This design comes from an exercise in tuning for a short achievable clock period and few clock cycles on the open sky130 flow, not from production work.
In this exercise RTL edits were held to simulation tests only and were not proved equivalent to the original.
No activity file was given, so power comes from the tool's default toggle rates.

$ cat flow/config.mk
export PLATFORM = sky130hd
export DESIGN_NAME = CPU
export DESIGN_NICKNAME = CPU
export VERILOG_FILES = /design/flow/design.v
export SDC_FILE = /design/flow/constraint.sdc
export NUM_CORES = 4
export LEC_CHECK = 0
export ABC_CLOCK_PERIOD_IN_PS = 2500
export CAP_MARGIN = 20
export CORE_MARGIN = 2
export CORE_UTILIZATION = 40
export SETUP_SLACK_MARGIN = 5
export SLEW_MARGIN = 20
$ cat flow/constraint.sdc
create_clock -name core_clock -period 12.0 [get_ports {clk}]
set_input_delay 2.4000 -clock core_clock [delete_from_list [all_inputs] [get_ports {clk}]]
set_output_delay 2.4000 -clock core_clock [all_outputs]
set_load 0.01 [all_outputs]
$ cat flow/design.v
`timescale 1ns / 1ps
module CPU(clk,rst,imem_addr,imem_rdata,dmem_addr,dmem_wdata,dmem_we,dmem_rdata);
input clk,rst;
output [31:0]imem_addr;
input [31:0]imem_rdata;
output [31:0]dmem_addr;
output [31:0]dmem_wdata;
output dmem_we;
input [31:0]dmem_rdata;
reg [7:0] fidx;
reg [7:0] ras;
wire stall;
wire redirect;
wire [7:0] redirect_idx;
assign imem_addr = {22'd0, fidx, 2'b00};
wire [31:0] fi = imem_rdata;
wire f_isj   = (fi[31:27] == 5'b00001);               
wire f_isjal = (fi[31:26] == 6'b000011);
wire f_isbne = (fi[31:26] == 6'b000101);
wire f_isjr  = (fi[31:26] == 6'b000000) && (fi[5:0] == 6'b001000);
wire [7:0] finc = fidx + 8'd1;
wire [7:0] fbt  = finc + fi[7:0];
wire [7:0] fpred = f_isj ? fi[7:0] : f_isbne ? fbt : f_isjr ? ras : finc;
reg d_valid;
reg [31:0] d_ins;
reg [7:0] d_idx;
reg [7:0] d_pnext;
always @(posedge clk or posedge rst) begin
  if (rst) begin
    fidx <= 8'd0;
    ras <= 8'd0;
    d_valid <= 1'b0;
  end else if (redirect) begin
    fidx <= redirect_idx;
    d_valid <= 1'b0;
  end else if (!stall) begin
    fidx <= fpred;
    d_valid <= 1'b1;
    if (f_isjal) ras <= finc;
  end
end
always @(posedge clk) begin
  if (!stall) begin
    d_ins <= fi;
    d_idx <= fidx;
    d_pnext <= fpred;
  end
end
wire [5:0] op = d_ins[31:26];
wire [5:0] fn = d_ins[5:0];
wire [4:0] rs = d_ins[25:21];
wire [4:0] rt = d_ins[20:16];
wire [4:0] rd = d_ins[15:11];
wire [15:0] imm = d_ins[15:0];
wire isR    = (op == 6'b000000);
wire i_jr   = isR && (fn == 6'b001000);
wire i_addi = (op == 6'b001000);
wire i_andi = (op == 6'b001100);
wire i_xori = (op == 6'b001110);
wire i_sltiu= (op == 6'b001011);
wire i_lw   = (op == 6'b100011);
wire i_sw   = (op == 6'b101011);
wire i_beq  = (op == 6'b000100);
wire i_bne  = (op == 6'b000101);
wire i_j    = (op == 6'b000010);
wire i_jal  = (op == 6'b000011);
wire i_other = !(isR || i_addi || i_andi || i_xori || i_sltiu || i_lw || i_sw ||
                 i_beq || i_bne || i_j || i_jal);
reg [2:0] aluop;
always @(*) begin
  aluop = 3'b100;
  if (isR) begin
    case (fn)
      6'b100010: aluop = 3'b101;
      6'b100100: aluop = 3'b000;
      6'b100101: aluop = 3'b001;
      6'b100110: aluop = 3'b010;
      6'b100111: aluop = 3'b011;
      6'b101011: aluop = 3'b110;
      6'b000100: aluop = 3'b111;
      default:   aluop = 3'b100;
    endcase
  end else if (i_andi) aluop = 3'b000;
  else if (i_xori) aluop = 3'b010;
  else if (i_sltiu) aluop = 3'b110;
  else if (i_beq || i_bne) aluop = 3'b101;
end
wire d_useimm = i_addi || i_andi || i_xori || i_sltiu || i_lw || i_sw;
wire d_sext   = i_addi || i_lw || i_sw;
wire [31:0] d_immv = {{16{d_sext & imm[15]}}, imm};
wire d_wen = (isR && !i_jr) || i_addi || i_andi || i_xori || i_sltiu || i_lw || i_jal || i_other;
wire [4:0] d_wd = i_jal ? 5'd31 : (i_addi || i_andi || i_xori || i_sltiu || i_lw) ? rt : rd;
wire d_usert = (isR && !i_jr) || i_beq || i_bne || i_sw || i_other;    
wire d_users = !i_j && !i_jal;
reg [31:0] rf [0:31];
wire [31:0] rf_rs = rf[rs];
wire [31:0] rf_rt = rf[rt];
reg e_valid, e_wen, e_load;
reg [4:0] e_wd;
reg m_valid, m_wen, m_load;
reg [4:0] m_wd;
reg [31:0] res_M;
reg w_wen;
reg [4:0] w_wd;
reg [31:0] wb_val;
wire e_hit_s = e_valid && e_wen && (e_wd == rs);
wire e_hit_t = e_valid && e_wen && (e_wd == rt);
wire m_hit_s = m_valid && m_wen && (m_wd == rs);
wire m_hit_t = m_valid && m_wen && (m_wd == rt);
wire w_hit_s = w_wen && (w_wd == rs);
wire w_hit_t = w_wen && (w_wd == rt);
assign stall = d_valid && e_load && ((d_users && e_hit_s) || (d_usert && e_hit_t));
wire [31:0] m_val = m_load ? dmem_rdata : res_M;
wire [31:0] rsv = m_hit_s ? m_val : w_hit_s ? wb_val : rf_rs;
wire [31:0] rtv = m_hit_t ? m_val : w_hit_t ? wb_val : rf_rt;
reg [31:0] A_E, B_E, S_E;
reg fA, fB, fS;
reg [2:0] e_aluop;
reg e_link, e_store, e_beq, e_bne, e_jr, e_jmp, e_predtk;
reg [7:0] e_alt, e_pnext;
reg [25:0] e_tgt;
reg [15:0] e_imm;
wire [7:0] d_inc = d_idx + 8'd1;
wire [7:0] d_bt  = d_inc + imm[7:0];
wire d_go = d_valid && !stall && !redirect;
always @(posedge clk or posedge rst) begin
  if (rst) begin
    e_valid <= 1'b0;
    e_wen <= 1'b0;
    e_load <= 1'b0;
    e_store <= 1'b0;
    e_beq <= 1'b0;
    e_bne <= 1'b0;
    e_jr <= 1'b0;
    e_jmp <= 1'b0;
  end else begin
    e_valid <= d_go;
    e_wen <= d_go && d_wen;
    e_load <= d_go && i_lw;
    e_store <= d_go && i_sw;
    e_beq <= d_go && i_beq;
    e_bne <= d_go && i_bne;
    e_jr <= d_go && i_jr;
    e_jmp <= d_go && (i_j || i_jal);
  end
end
always @(posedge clk) begin
  e_wd <= d_wd;
  e_aluop <= aluop;
  e_link <= i_jal;
  e_predtk <= i_bne;
  e_alt <= i_bne ? d_inc : d_bt;
  e_pnext <= d_pnext;
  e_tgt <= d_ins[25:0];
  e_imm <= imm;
  A_E <= rsv;
  B_E <= d_useimm ? d_immv : rtv;
  S_E <= rtv;
  fA <= e_hit_s;
  fB <= e_hit_t && !d_useimm;
  fS <= e_hit_t;
end
wire [31:0] a = fA ? res_M : A_E;
wire [31:0] b = fB ? res_M : B_E;
wire [31:0] s = fS ? res_M : S_E;
reg [31:0] epc;
wire [31:0] epc4 = epc + 32'd4;
reg [31:0] alu;
always @(*) begin
  case (e_aluop)
    3'b000: alu = a & b;
    3'b001: alu = a | b;
    3'b010: alu = a ^ b;
    3'b011: alu = ~(a ^ b);
    3'b100: alu = a + b;
    3'b101: alu = a - b;
    3'b110: alu = {31'd0, a < b};
    default: alu = (a[31:5] == 27'd0) ? (b << a[4:0]) : 32'd0;
  endcase
end
wire [31:0] e_res = e_link ? epc4 : alu;
wire eq = (a == s);
wire taken = (e_beq && eq) || (e_bne && !eq);
wire br_miss = (e_beq || e_bne) && (taken != e_predtk);
wire jr_miss = e_jr && (a[9:2] != e_pnext);
assign redirect = br_miss || jr_miss;
assign redirect_idx = e_jr ? a[9:2] : e_alt;
wire [31:0] e_bt = epc4 + {14'd0, e_imm, 2'b00};
always @(posedge clk or posedge rst) begin
  if (rst) epc <= 32'd0;
  else if (e_valid) begin
    if (e_jr) epc <= a;
    else if (e_jmp) epc <= {epc4[31:28], e_tgt, 2'b00};
    else if (taken) epc <= e_bt;
    else epc <= epc4;
  end
end
reg [31:0] sd_M;
reg we_M;
always @(posedge clk or posedge rst) begin
  if (rst) begin
    m_valid <= 1'b0;
    m_wen <= 1'b0;
    m_load <= 1'b0;
    we_M <= 1'b0;
  end else begin
    m_valid <= e_valid;
    m_wen <= e_wen;
    m_load <= e_load;
    we_M <= e_store;
  end
end
always @(posedge clk) begin
  m_wd <= e_wd;
  res_M <= e_res;
  sd_M <= s;
end
assign dmem_addr = res_M;
assign dmem_wdata = sd_M;
assign dmem_we = we_M;
always @(posedge clk or posedge rst) begin
  if (rst) w_wen <= 1'b0;
  else w_wen <= m_wen;
end
always @(posedge clk) begin
  w_wd <= m_wd;
  wb_val <= m_val;
end
integer i;
always @(posedge clk or posedge rst) begin
  if (rst) begin
    for (i = 0; i < 32; i = i + 1) rf[i] <= 32'd0;
  end else if (w_wen) begin
    rf[w_wd] <= wb_val;
  end
end
endmodule
$ cat flow/run.sh
#!/bin/bash
# synth_recipe.tcl (not shown) runs the flow's synth.tcl, then flattens the netlist and writes it again
# the make line also repeats each setting of config.mk as NAME=value (left out here)
make -C /OpenROAD-flow-scripts/flow DESIGN_CONFIG=/design/flow/config.mk WORK_HOME=/design/flow/orfs CLKGATE_MAP_FILE= SYNTH_SCRIPT=/design/flow/synth_recipe.tcl finish
==> results of run 1 <==
## power by group through the flow
stage	Combinational (mW)	Clock, mW	Sequential (mW)
2_1_floorplan	4.83	0	7.74
3_3_place_gp	6.64	0	8.78
3_5_place_dp	6.72	0	8.82
4_1_cts	6.74	5.14	8.75
5_1_grt	7.37	5.34	9.04
6_report	6.94	5.14	8.92
## routing by layer
layer	up-vias	share of wire	global-route usage
li1	25987	-	-
met1	33438	0.37	0.478
met2	5971	0.40	0.532
met3	1861	0.14	0.158
met4	24	0.087	0.262
met5	-	0.00061	0.00454
## stage by stage
| stage | setup WS (ps) | instances | hold WS (ps) | instance area, um2 |
|---|---|---|---|---|
| detailed placement | 6590 | 9218 | 327 | 78700 |
| floorplan | -5380 | 7028 | 323 | 74500 |
| CTS | 6560 | 9501 | 342 | 84100 |
| global route | 6280 | 9504 | 354 | 84200 |
| global placement | 6700 | 9218 | 324 | 78700 |
| finish | 6460 | 9512 | 342 | 84200 |
## cell usage in the layout (no fill, tap or decap), drive strengths merged, types with 21 or more instances in the layout
cell              n
conb             24
dfrtp          1086
a22o            171
inv             184
xnor2           140
a211oi           44
nand3            97
o22ai            25
nor3             83
mux2           1112
nand2b           39
o21bai           26
clkbuf          203
o21ai           250
a21o             47
a31oi            23
nor2            312
buf             189
clkdlybuf4s50   138
nor2b            21
a22oi           635
o221ai           31
ha              131
a221oi          189
dfxtp           257
nor4             59
nand4           127
nand2           445
clkinv           48
mux2i           168
xor2             97
a21oi           273
and3             25
o32ai            34
edfxtp           48
## cells in the mapped netlist (all sizes together) (31+ instances only)
| cell type | n | area (um2) |
|---|---|---|
| a211oi | 44 | 330 |
| o221ai | 31 | 272 |
| o21ai | 250 | 1250 |
| nand3 | 97 | 485 |
| nor3 | 83 | 415 |
| a221oi | 189 | 1660 |
| o32ai | 34 | 298 |
| a22o | 171 | 1500 |
| xor2 | 97 | 850 |
| mux2 | 1112 | 12500 |
| mux2i | 168 | 1740 |
| buf | 116 | 552 |
| edfxtp | 48 | 1440 |
| ha | 131 | 1640 |
| a21o | 47 | 353 |
| xnor2 | 140 | 1230 |
| nand4 | 127 | 810 |
| inv | 176 | 661 |
| nor4 | 59 | 375 |
| nand2b | 39 | 244 |
| dfxtp | 257 | 5140 |
| a21oi | 273 | 1380 |
| dfrtp | 1086 | 27200 |
| nor2 | 312 | 1170 |
| a22oi | 635 | 4770 |
| clkbuf | 501 | 1880 |
| nand2 | 445 | 1680 |
## state kept, by name (all words and copies together), names as in the netlist, 11 cells and up
signal and flops:
B_E 32, rf 1024, e_tgt 11, S_E 32, A_E 32, wb_val 32, e_imm 15, d_ins 32
res_M 32, epc 32, sd_M 32
## kinds of logic after synthesis
group / count (synthesis) / synth area share
muxes: 1280 / 0.192
and+or+nand+nor: 1289 / 0.0817
AOI/OAI and AO/OA: 1876 / 0.180
adders and majority gates: 136 / 0.0234
buffers and inverters: 795 / 0.0417
xor gates and xnor gates: 237 / 0.0279
other: 1 / 0.0000504
DFF: 1391 / 0.454
## final cells by class
| type | instances | area (um2) |
|---|---|---|
| Timing Repair Buffer | 327 | 2850 |
| Clock buffer | 203 | 4340 |
| Sequential cell | 1391 | 33800 |
| Fill cell | 17291 | 101000 |
| Tap cell | 2480 | 3100 |
| Multi-Input combinational cell | 4842 | 38300 |
| Clock inverter | 80 | 1100 |
| Inverter | 178 | 672 |
| Antenna cell | 11 | 27.5 |
## final timing paths
path                            start         end  cells after the start
min in group asynchronous         rst  rf[10][29]                      2
max                                fA   res_M[28]                     13
min reg2reg                d_pnext[1]  e_pnext[1]                      0
max reg2reg                        fA   res_M[28]                     13
max in group asynchronous         rst   rf[0][17]                      4
min                        d_pnext[1]  e_pnext[1]                      0
## worst reg2reg max path, cell delays in order (launching register included)
cell,delay [ps]
dfxtp_4,350
buf_4,660
mux2_2,850
ha_1,470
a21o_1,200
a21oi_1,280
o41ai_1,150
or3_1,390
a221o_1,420
a32oi_1,540
or3b_1,460
or4_1,410
o211ai_1,110
a2bb2oi_1,190
==> results.py, run 1 <==
metrics = {
    "run_status": {
        "status": "no timing/DRC/antenna violations",
    },
    "grt": {
        "grt-ovfl-total": 0,
        "grt_use_total": 0.382,
        "grt_pass1_wl_mm": 515,
        "grt_pass1_vias": 63836,
        "antenna_found_initial": 21,
        "grt_max_degree": 167,
    },
    "routing": {
        "wl_per_cell_um": 39.4,
        "dr.pass1.iters": 7,
        "vias": 67281,
        "ant_nets": 0,
        "vias_per_cell": 7.07,
        "routed_wl_mm": 375,
        "drc": 0,
        "drt_iter0_drc": 12128,
    },
    "die": {
        "coreArea_mm2": 0.185,
        "rows": 158,
        "initial_utilization": 0.402,
        "dieHeight_um": 435,
        "boundaryPins": 163,
        "dieArea_mm2": 0.190,
        "die_w_um": 435,
    },
    "setup_path": {
        "crit_fanout": 56,
        "slowest_stage": "mux2_2",
        "crit_required_ps": 12750,
        "crit_family": "compound AO/OA/AOI/OAI gates",
        "cp_num_buf_inv": 1,
        "crit_arrival_ps": 6290,
        "path_cells": "buf_4 > mux2_2 > ha_1 > a21o_1 > a21oi_1 > o41ai_1 > or3_1 > a221o_1 > a32oi_1 > or3b_1 > or4_1 > o211ai_1 > a2bb2oi_1",
        "start_kind": "flop",
        "worstSetupEndpointType": "flop",
        "regToRegSetupSlack_ps": 6460,
        "crit_type": "flop to flop",
        "slowest_delay_ps": 820,
    },
    "cts": {
        "clk_latency_ps": 850,
        "cts.reportedPaths.clkPinSlew_ps": 60,
        "cts_setup_buffers": 0,
        "numCtsBuffers": 154,
        "hold_buffers": 0,
        "cts.sinks": 1391,
        "clockRootBuffer": "clkbuf_16",
        "h-tree-depth": 4,
        "tritoncts": "done",
        "cts_buffer_depth": 3,
        "post_cts_resized": 0,
    },
    "timing": {
        "min_period_ps": 5540,
        "finClkSkew_ps": 61.9,
        "worst_slew_pin_slew_ps": 1350,
        "max_freq_ghz": 0.180,
        "rsz0062_at_grt": "false",
        "fin_crit_sh": 0.462,
        "slew_headroom": 0.0955,
        "finalSetupViolCount": 0,
        "drv_slew": 0,
        "tns_ps": 0,
        "final_hold_viol_count": 0,
    },
    "pwr": {
        "power_density_mw_per_mm2": 250,
        "cellLeakagePower_nw": 36.7,
        "switchingPower_mw": 8.48,
        "seqPwrFrac": 0.425,
        "internal_power_mw": 12.5,
        "clkPwrFrac": 0.245,
        "ir_drop_mv": 0.171,
        "p_total_mw": 21.0,
        "swShare": 0.404,
        "pwr-share-comb": 0.330,
    },
    "logic_synthesis": {
        "netlist-cell-type-count": 94,
        "synth_area_per_cell_um2": 10.6,
        "synth_seq_area_share": 0.454,
        "yosys_warnings": 2,
        "ys_seq_elements": 1391,
        "synth.cell_area_mm2": 0.0744,
        "synth-edff-count": 48,
        "ys.flop_type": "dfrtp_1",
        "synth_cells": 7005,
        "async_reset_ff_frac": 0.781,
    },
    "final_layout": {
        "final_net_count": 7096,
        "final_layout_size_suffix_gt1_frac": 0.243,
        "utilization": 0.454,
        "syn2layout_area_growth_pct": 13.1,
    },
    "placement": {
        "gp_congestion": 1.00,
        "hpwlAfterDp_mm": 225,
        "port_buffers": 138,
    },
    "job": {
        "drv_cap": 0,
    },
    "hold_path": {
        "min_path_type": "flop to flop",
    },
}
Testbench counts, summed over its fixed seeds: cycles 28,452.
==> run 2, diff against run 1 <==
==> flow/config.mk (replaced) <==
export PLATFORM = sky130hd
export DESIGN_NAME = CPU
export DESIGN_NICKNAME = CPU
export VERILOG_FILES = /design/flow/design.v
export SDC_FILE = /design/flow/constraint.sdc
export NUM_CORES = 4
export LEC_CHECK = 0
export CAP_MARGIN = 20
export CORE_MARGIN = 2
export CORE_UTILIZATION = 40
export SETUP_SLACK_MARGIN = 1
export SLEW_MARGIN = 20
==> run 2 against run 1 <==
Compared with the run above: setup slack unchanged; critical endpoint unchanged; critical path type unchanged; highest routed layer unchanged; die area unchanged; sequential cell count unchanged; still clean.
==> results.py, run 2 <==
metrics = {
    "setup_path": {
        "crit_fanout": 56,
        "regToRegSetupSlack_ps": 6460,
        "worstSetupEndpointType": "flop",
        "ff2ff_path_depth": 13,
        "crit_required_ps": 12750,
        "r2r_end": "res_M[28]",
        "crit_arrival_ps": 6290,
        "start_kind": "flop",
        "crit_type": "flop to flop",
        "r2r_start": "fA",
    },
    "routing": {
        "dr.pass1.iters": 7,
        "ant_nets": 0,
        "vias_per_cell": 7.07,
        "wl_per_cell_um": 39.4,
        "drc": 0,
        "routed_wl_mm": 375,
        "vias": 67281,
        "drt_iter0_drc": 12128,
    },
    "timing": {
        "finClkSkew_ps": 61.9,
        "finalSetupViolCount": 0,
        "whs_ps": 342,
        "fin_crit_sh": 0.462,
        "rsz0062_at_grt": "false",
        "max_freq_ghz": 0.180,
        "min_period_ps": 5540,
        "final_hold_viol_count": 0,
        "worst_slew_pin_slew_ps": 1350,
        "setup_ws_ps": 6460,
        "slew_headroom": 0.0955,
        "drv_slew": 0,
    },
    "logic_synthesis": {
        "synthTopCellsByCount": "1,102 x mux2_2, 1,086 x dfrtp_1, 635 x a22oi_1",
        "async_reset_ff_frac": 0.781,
        "yosysTopAreaCellShare": 0.365,
        "synth-edff-count": 48,
        "muxShareOfSynthArea": 0.192,
        "yosysMostFrequentCell": "mux2_2",
        "synth.cell_area_mm2": 0.0744,
        "ys_seq_elements": 1391,
        "synth_cells": 7005,
        "netlist-cell-type-count": 94,
        "yosys_warnings": 2,
        "synth-compound-area-share": 0.180,
        "synth_area_leaders": "dfrtp_1 37%, mux2_2 17%, dfxtp_1 6.9%",
        "synth_area_per_cell_um2": 10.6,
        "yosys.area_share.simple": 0.0817,
        "synth_top_family_by_area": "multiplexers",
        "yosys.area.top_type": "dfrtp_1",
        "synth_seq_area_share": 0.454,
        "synth_xor_area_frac": 0.0279,
        "ys.flop_type": "dfrtp_1",
        "yosys.area_share.adder": 0.0234,
    },
    "placement": {
        "gp_congestion": 1.00,
        "postPlaceCellArea_mm2": 0.0787,
        "dp_cells": 9218,
        "hpwlAfterDp_mm": 225,
        "port_buffers": 138,
        "pre_cts_ws_ps": 6590,
    },
    "cts": {
        "hold_buffers": 0,
        "cts.sinks": 1391,
        "cts_buffer_depth": 3,
        "clockRootBuffer": "clkbuf_16",
        "cts.reportedPaths.clkPinSlew_ps": 60,
        "cts_setup_buffers": 0,
        "numCtsBuffers": 154,
        "post_cts_resized": 0,
        "tritoncts": "done",
        "h-tree-depth": 4,
        "clk_latency_ps": 850,
    },
    "final_layout": {
        "n_fill_cell": 17291,
        "final_area_mm2": 0.0842,
        "final_layout_size_suffix_gt1_frac": 0.243,
        "mostFrequentLayoutCells": "1,102 x mux2_2, 1,085 x dfrtp_1, 635 x a22oi_1, 434 x nand2_1, 271 x a21oi_1",
        "regMostFlops": "rf",
        "syn2layout_area_growth_pct": 13.1,
        "final_common_cell": "mux2_2",
        "largest_register_ffs": 1024,
        "final_net_count": 7096,
        "final_cells": 9512,
    },
    "job": {
        "drv_cap": 0,
    },
    "grt": {
        "grt_use_total": 0.382,
        "grt_max_degree": 167,
        "grt-ovfl-total": 0,
        "grt_pass1_vias": 63836,
        "grt_pass1_wl_mm": 515,
        "antenna_found_initial": 21,
    },
    "pwr": {
        "ir_drop_mv": 0.171,
        "power_density_mw_per_mm2": 250,
        "cellLeakagePower_nw": 36.7,
    },
    "die": {
        "dieArea_mm2": 0.190,
        "boundaryPins": 163,
        "coreArea_mm2": 0.185,
        "rows": 158,
        "dieHeight_um": 435,
        "initial_utilization": 0.402,
        "die_w_um": 435,
    },
    "hold_path": {
        "min_path_type": "flop to flop",
        "min_to": "e_pnext[1]",
        "hp-start": "d_pnext[1]",
        "min_path_cells": 0,
    },
    "run_status": {
        "status": "no timing/DRC/antenna violations",
    },
}
==> run 2: cell counts after synthesis <==
No cell type changed its count.
==> run 2: final cells by class <==
type / instances / area (um2) / share of cell area
inverters: 178 / 672 / 0.00798
diodes: 11 / 27.5 / 0.000327
flip-flops and latches: 1391 / 33800 / 0.401
repair buffers: 327 / 2850 / 0.0339
clock inverters: 80 / 1100 / 0.0130
multi-input cells: 4842 / 38300 / 0.455
well taps: 2480 / 3100 / 0.0369
clock buffers: 203 / 4340 / 0.0516
==> run 2: power by group <==
part           internal [mW]  leakage [nW]  total [mW]  switching [mW]
Clock                   2.95          2.66        5.14            2.19
Combinational           3.03          17.0        6.94            3.91
Sequential              6.55          17.1        8.92            2.38
Total                   12.5          36.7        21.0            8.48
==> run 2: worst max-delay path by stage <==
stage	start	endpoint	slack [ps]	cells past startpoint
floorplan	rst	d_valid	-5380	1
global placement	fA	res_M[28]	6700	13
detailed placement	fA	res_M[28]	6590	13
CTS	fA	res_M[28]	6560	13
global route	fA	ras[3]	6280	11
finish	fA	res_M[28]	6460	13
==> run 2: worst max-delay path, stage by stage, from the launching register on <==
cell       delay (ps)
dfxtp_4           350
buf_4             660
mux2_2            820
ha_1              440
a21o_1            200
a21oi_1           280
o41ai_1           150
or3_1             390
a221o_1           420
a32oi_1           540
or3b_1            460
or4_1             410
o211ai_1          110
a2bb2oi_1         190
==> run 2: routing by layer <==
layer | GRT usage | wire length (um) | up-vias
met3 | 0.158 | 53900 | 1861
met1 | 0.478 | 138000 | 33438
met2 | 0.532 | 150000 | 5971
met5 | 0.00454 | 230 | -
met4 | 0.262 | 32700 | 24
li1 | - | - | 25987
==> run 2: metrics by stage <==
stage / total power, mW / setup TNS (ps) / util
CTS: 20.6 / 0 / 0.454
global route: 21.7 / 0 / 0.454
detailed placement: 15.5 / 0 / 0.425
floorplan: 12.6 / -5843940 / -
finish: 21.0 / 0 / 0.454
global placement: 15.4 / 0 / 0.425
==> run 2: logic make-up after synthesis <==
kind of cell	count (synthesis)
fa+ha+maj	136
other cells	1
xor+xnor	237
buf+inv	795
compound gates	1876
simple gates	1289
mux	1280
flops	1391

[afterwards: timing with drivers on the ports]
Ports are ideal in the flow. The routed layouts listed here were re-timed in OpenROAD. Step 1 (the two cells are an assumption about what drives the block):
set clk [get_ports {clk}]
set_driving_cell -lib_cell sky130_fd_sc_hd__clkbuf_16 $clk
set_driving_cell -lib_cell sky130_fd_sc_hd__buf_2 [delete_from_list [all_inputs] $clk]
Step 2 times the ports against the registers' clock, not the clock port: input delays grow and output delays shrink by t, the midpoint of the rising clock arrivals with the driver on. Three values: ideal, step 1, step 2; two values: the first two.
run | shift t [ns] | slack for setup (ns) | latest minus earliest clock arrival (ns)
run 1 | 0.908 | 6.459 / 6.459 / 6.459 | 0.064 / 0.064
run 2 | 0.908 | 6.459 / 6.459 / 6.459 | 0.064 / 0.064
After both steps setup and hold are still met in every run listed.
